This design comes from an exercise in tuning for small area and a short achievable clock period on the open sky130 flow, not from production work. Only simulation tests tie the RTL to the original design; equivalence was not proved. Power and IR drop assume default switching activity.

// FIR_filter
module FIR_filter #(
    parameter  N1   = 8,
    parameter  N2 = 16 ,
    parameter integer N3  = 32
)(
    input  wire                      clk,
    input  wire                      rst,
    input  wire                      enable,
    input  wire signed [N2-1:0]    input_data,
    output  signed [N3-1:0]   sampleT,
   output   signed [N3-1:0] output_data
);
  reg [15:0] s0;
  reg [16:0] u0, u1, u2, u3, u4, u5;
  reg [24:0] yr;
  wire vs1, vc2;
  fir_fa u_vs1 (.a(u1[0]), .b(u3[0]), .c(~s0[0]), .s(vs1), .co(vc2));
  wire vs3, vc4;
  fir_fa u_vs3 (.a(u1[1]), .b(u3[1]), .c(~s0[1]), .s(vs3), .co(vc4));
  wire vs5, vc6;
  fir_fa u_vs5 (.a(~u5[1]), .b(vc2), .c(vs3), .s(vs5), .co(vc6));
  wire vs7, vc8;
  fir_fa u_vs7 (.a(u1[2]), .b(u3[2]), .c(~s0[2]), .s(vs7), .co(vc8));
  wire vs9, vc10;
  fir_fa u_vs9 (.a(~u5[2]), .b(vc4), .c(vs7), .s(vs9), .co(vc10));
  wire vs11, vc12;
  fir_fa u_vs11 (.a(u1[3]), .b(u3[3]), .c(~s0[3]), .s(vs11), .co(vc12));
  wire vs13, vc14;
  fir_fa u_vs13 (.a(~u5[3]), .b(vc8), .c(vs11), .s(vs13), .co(vc14));
  wire vs15, vc16;
  fir_fa u_vs15 (.a(u1[4]), .b(u3[4]), .c(~s0[4]), .s(vs15), .co(vc16));
  wire vs17, vc18;
  fir_fa u_vs17 (.a(~u5[4]), .b(vc12), .c(vs15), .s(vs17), .co(vc18));
  wire vs19, vc20;
  fir_fa u_vs19 (.a(u1[5]), .b(u3[5]), .c(~s0[5]), .s(vs19), .co(vc20));
  wire vs21, vc22;
  fir_fa u_vs21 (.a(~u5[5]), .b(vc16), .c(vs19), .s(vs21), .co(vc22));
  wire vs23, vc24;
  fir_fa u_vs23 (.a(u1[6]), .b(u3[6]), .c(~s0[6]), .s(vs23), .co(vc24));
  wire vs25, vc26;
  fir_fa u_vs25 (.a(~u5[6]), .b(vc20), .c(vs23), .s(vs25), .co(vc26));
  wire vs27, vc28;
  fir_fa u_vs27 (.a(u1[7]), .b(u3[7]), .c(~s0[7]), .s(vs27), .co(vc28));
  wire vs29, vc30;
  fir_fa u_vs29 (.a(~u5[7]), .b(vc24), .c(vs27), .s(vs29), .co(vc30));
  wire vs31, vc32;
  fir_fa u_vs31 (.a(u1[8]), .b(u3[8]), .c(~s0[8]), .s(vs31), .co(vc32));
  wire vs33, vc34;
  fir_fa u_vs33 (.a(~u5[8]), .b(vc28), .c(vs31), .s(vs33), .co(vc34));
  wire vs35, vc36;
  fir_fa u_vs35 (.a(u1[9]), .b(u3[9]), .c(~s0[9]), .s(vs35), .co(vc36));
  wire vs37, vc38;
  ...
Size: ~970 cells after synthesis, about 140 flip-flops, roughly 83 I/O pins, about 11000 µm² of cells after synthesis.
export LEC_CHECK = 0
export CAP_MARGIN = 20
export CORE_MARGIN = 2
export CORE_UTILIZATION = 40
export PLACE_DENSITY = 0.6
export SLEW_MARGIN = 20
export SYNTH_HIERARCHICAL = 1
export SYNTH_MINIMUM_KEEP_SIZE = 0
create_clock -name core_clock -period 12.0 [get_ports {clk}]
run.sh (not shown) runs the stock make flow with config.mk's settings and CLKGATE_MAP_FILE= SYNTH_SCRIPT=/design/flow/synth_recipe.tcl, a recipe that flattens the netlist after the stock synthesis.
Rerun with:
Settings changed: CORE_UTILIZATION 40 to 60, CTS_BUF_LIST set to sky130_fd_sc_hd__clkbuf_8, CTS_CLUSTER_DIAMETER set to 100, CTS_CLUSTER_SIZE set to 40, PLACE_DENSITY 0.6 to 0.7.
The changed run went through all stages and came out clean.
Cell area is lower by 2.9%.
Synthesized cell count stays the same.
Area after synthesis is unchanged.
Via count is lower by 0.55%.
Non-clock buffer count does not change.
Die area is lower by 33%.
Total power is lower by 2.8%.

---

## onyx
FIR_filter, a different RTL version from the one above (not shown whole).
Size in the first run: ~1000 cells after synthesis, ~160 flip-flops, ~83 I/O pins, ~11000 µm² of cells after synthesis.
==> flow/config.mk <==
export PLATFORM = sky130hd
export DESIGN_NAME = FIR_filter
export DESIGN_NICKNAME = FIR_filter
export VERILOG_FILES = /design/flow/design.v
export SDC_FILE = /design/flow/constraint.sdc
export NUM_CORES = 4
export LEC_CHECK = 0
export CAP_MARGIN = 20
export CORE_MARGIN = 2
export CORE_UTILIZATION = 60
export CTS_BUF_LIST = sky130_fd_sc_hd__clkbuf_4 sky130_fd_sc_hd__clkbuf_8
export CTS_CLUSTER_DIAMETER = 100
export CTS_CLUSTER_SIZE = 40
export PLACE_DENSITY = 0.7
export SLEW_MARGIN = 20
export SYNTH_HIERARCHICAL = 1
export SYNTH_MINIMUM_KEEP_SIZE = 0
==> flow/constraint.sdc <==
create_clock -name core_clock -period 12.0 [get_ports {clk}]
set_input_delay 2.4000 -clock core_clock [delete_from_list [all_inputs] [get_ports {clk}]]
set_output_delay 2.4000 -clock core_clock [all_outputs]
set_load 0.01 [all_outputs]
standard.sh (not shown) runs the stock make flow with config.mk's settings and CLKGATE_MAP_FILE= SYNTH_SCRIPT=/design/flow/synth_recipe.tcl, a recipe that flattens the netlist after the stock synthesis.
==> flow/flow/run.sh <==
#!/bin/bash
# The standard layout (the standard.sh, unchanged synthesis and steps), with the
# port buffers that the flow inserts on every input and output made from buf_1 cells,
# and repair_timing asked for more setup slack than the 12 ns clock needs.
# make's output goes to layout.log; each tool's own log is under orfs/logs/.
set -euo pipefail
bash standard.sh 'BUFFER_PORTS_ARGS=-buffer_cell sky130_fd_sc_hd__buf_1' SETUP_SLACK_MARGIN=7.6 TNS_END_PERCENT=5 finish > layout.log 2>&1
The inputs of indigo differ from those of onyx as listed below.
# onyx
export LEC_CHECK = 0
export CAP_MARGIN = 20
export CORE_MARGIN = 2
export CORE_UTILIZATION = 60
export CTS_BUF_LIST = sky130_fd_sc_hd__clkbuf_4 sky130_fd_sc_hd__clkbuf_8
export CTS_CLUSTER_DIAMETER = 100
export CTS_CLUSTER_SIZE = 40
export PLACE_DENSITY = 0.7
export SLEW_MARGIN = 20
export SYNTH_HIERARCHICAL = 1
export SYNTH_MINIMUM_KEEP_SIZE = 0
create_clock -name core_clock -period 12.0 [get_ports {clk}]
# indigo
export LEC_CHECK = 0
export CAP_MARGIN = 20
export CORE_MARGIN = 2
export CORE_UTILIZATION = 75
export CTS_BUF_LIST = sky130_fd_sc_hd__clkbuf_8
export CTS_CLUSTER_DIAMETER = 100
export CTS_CLUSTER_SIZE = 40
export PLACE_DENSITY = 0.8
export SLEW_MARGIN = 20
export SYNTH_HIERARCHICAL = 1
export SYNTH_MINIMUM_KEEP_SIZE = 0
create_clock -name core_clock -period 12.0 [get_ports {clk}]
==> results.txt <==
[compare] base=onyx new=indigo: count of placed standard cells including taps has decreased; count of plain and timing-repair buffers in the layout lost 3.2%; wire length of the first global-routing pass neither gained nor lost much; worst setup slack after placement decreased by 450 ps relative to the old numbers; sequential portion of the cell area moved up.
The die of indigo is smaller than the one used in onyx.
Re buffering overhead: onyx was higher than indigo.
Compared with onyx, horizontal extent of the die in indigo decreased by more than 10%.
Changes in harbor relative to indigo:
--- a/flow/flow/run.sh
+++ b/flow/flow/run.sh
@@ -6,2 +6,2 @@
 set -euo pipefail
-bash standard.sh 'BUFFER_PORTS_ARGS=-buffer_cell sky130_fd_sc_hd__buf_1' SETUP_SLACK_MARGIN=7.6 TNS_END_PERCENT=5 finish > layout.log 2>&1
+bash standard.sh 'BUFFER_PORTS_ARGS=-buffer_cell sky130_fd_sc_hd__buf_1' SETUP_SLACK_MARGIN=7.9 TNS_END_PERCENT=2 finish > layout.log 2>&1
## What came out
Between indigo and harbor, the design area does not differ in any meaningful way.
The layout-stage area growth over the synthesis result on indigo is in line with that on harbor.
Number of inserted filler cells in the final layout in harbor is 5 lower than in indigo
The wire length on met2 was comparable across harbor and indigo.
The wire length on met3 on indigo is in line with that on harbor.
The post-layout instance count excluding filler cells of harbor and that of indigo are within noise of each other.

---

== main ==
FIR_filter, a different RTL version from the one above (not shown whole).
Size: about 870 cells after synthesis, roughly 83 I/O pins, about 11,000 um2 of cells after synthesis.
clock: 12.0 ns
lec_check: 0
cap_margin: 20
core_margin: 2
core_utilization: 85
cts_buf_list: sky130_fd_sc_hd__clkbuf_8
cts_cluster_diameter: 100
cts_cluster_size: 40
place_density: 0.9
slew_margin: 20
synth_hierarchical: 1
synth_minimum_keep_size: 0
==> flow/flow/run.sh <==
#!/bin/bash
# The standard layout (the standard.sh, unchanged synthesis and steps), with the
# port buffers that the flow inserts on every input and output made from buf_1 cells,
# and repair_timing asked for more setup slack than the 12 ns clock needs.
# make's output goes to layout.log; each tool's own log is under orfs/logs/.
set -euo pipefail
bash standard.sh 'BUFFER_PORTS_ARGS=-buffer_cell sky130_fd_sc_hd__buf_1' SETUP_SLACK_MARGIN=7.6 TNS_END_PERCENT=5 finish > layout.log 2>&1
Modified inputs, the feature branch compared to main
# main
export LEC_CHECK = 0
export CAP_MARGIN = 20
export CORE_MARGIN = 2
export CORE_UTILIZATION = 85
export CTS_BUF_LIST = sky130_fd_sc_hd__clkbuf_8
export CTS_CLUSTER_DIAMETER = 100
export CTS_CLUSTER_SIZE = 40
export PLACE_DENSITY = 0.9
export SLEW_MARGIN = 20
export SYNTH_HIERARCHICAL = 1
export SYNTH_MINIMUM_KEEP_SIZE = 0
create_clock -name core_clock -period 12.0 [get_ports {clk}]
# the feature branch
export LEC_CHECK = 0
export CAP_MARGIN = 20
export CORE_MARGIN = 2
export CORE_UTILIZATION = 75
export CTS_BUF_LIST = sky130_fd_sc_hd__clkbuf_8
export CTS_CLUSTER_DIAMETER = 100
export CTS_CLUSTER_SIZE = 40
export PLACE_DENSITY = 0.8
export SLEW_MARGIN = 20
export SYNTH_HIERARCHICAL = 1
export SYNTH_MINIMUM_KEEP_SIZE = 0
create_clock -name core_clock -period 12.0 [get_ports {clk}]
Results
Going from main to the feature branch, wire length shrinks by 6300 um. Delta (the feature branch minus main): design area saw a decrease, total power went down, part of the total power dissipated in the clock network grew by 2.3 points. Sequential share of layout area of main is on par with the feature branch. In the tables for the feature branch and main, core footprint reads higher with the feature branch.

[afterwards: timing with drivers on the ports]
In the flow no input, the clock included, has a driving cell. The finished layouts below were timed again as built, in two steps.
Step 1, drivers: a clkbuf_16 drives clk and a buf_2 each remaining input, both assumed.
Step 2 times the ports against the registers' clock, not the clock port: input delays grow and output delays shrink by t, the midpoint of the rising clock arrivals with the driver on.
a / b / c = ideal ports / drivers / drivers and shift; a / b = the first two.
| run | t (ns) | slack for setup (ns) | clock arrival spread, ns | slew at the worst register clock pin (ns) | pins driven straight from the clock port |
|---|---|---|---|---|---|
| the first run of note 1 | 0.468 | 5.964 / 5.964 / 5.723 | 0.020 / 0.020 | 0.07 / 0.07 | 1 |
| the second run of note 1 | 0.490 | 5.969 / 5.969 / 5.817 | 0.016 / 0.016 | 0.09 / 0.09 | 1 |
| onyx | 0.499 | 7.392 / 7.351 / 7.032 | 0.020 / 0.019 | 0.09 / 0.09 | 1 |
| indigo | 0.491 | 7.394 / 7.358 / 7.000 | 0.013 / 0.012 | 0.08 / 0.08 | 1 |
| harbor | 0.492 | 7.394 / 7.358 / 7.006 | 0.012 / 0.012 | 0.08 / 0.08 | 1 |
| main | 0.487 | 7.225 / 7.190 / 6.853 | 0.010 / 0.011 | 0.09 / 0.09 | 1 |
| the feature branch | 0.499 | 7.442 / 7.407 / 7.018 | 0.010 / 0.010 | 0.09 / 0.09 | 1 |
After both steps setup and hold are still met in every run listed. For the feature branch, which loses most, drivers alone change the setup slack by -0.035 ns; drivers and shift together by -0.424 ns.
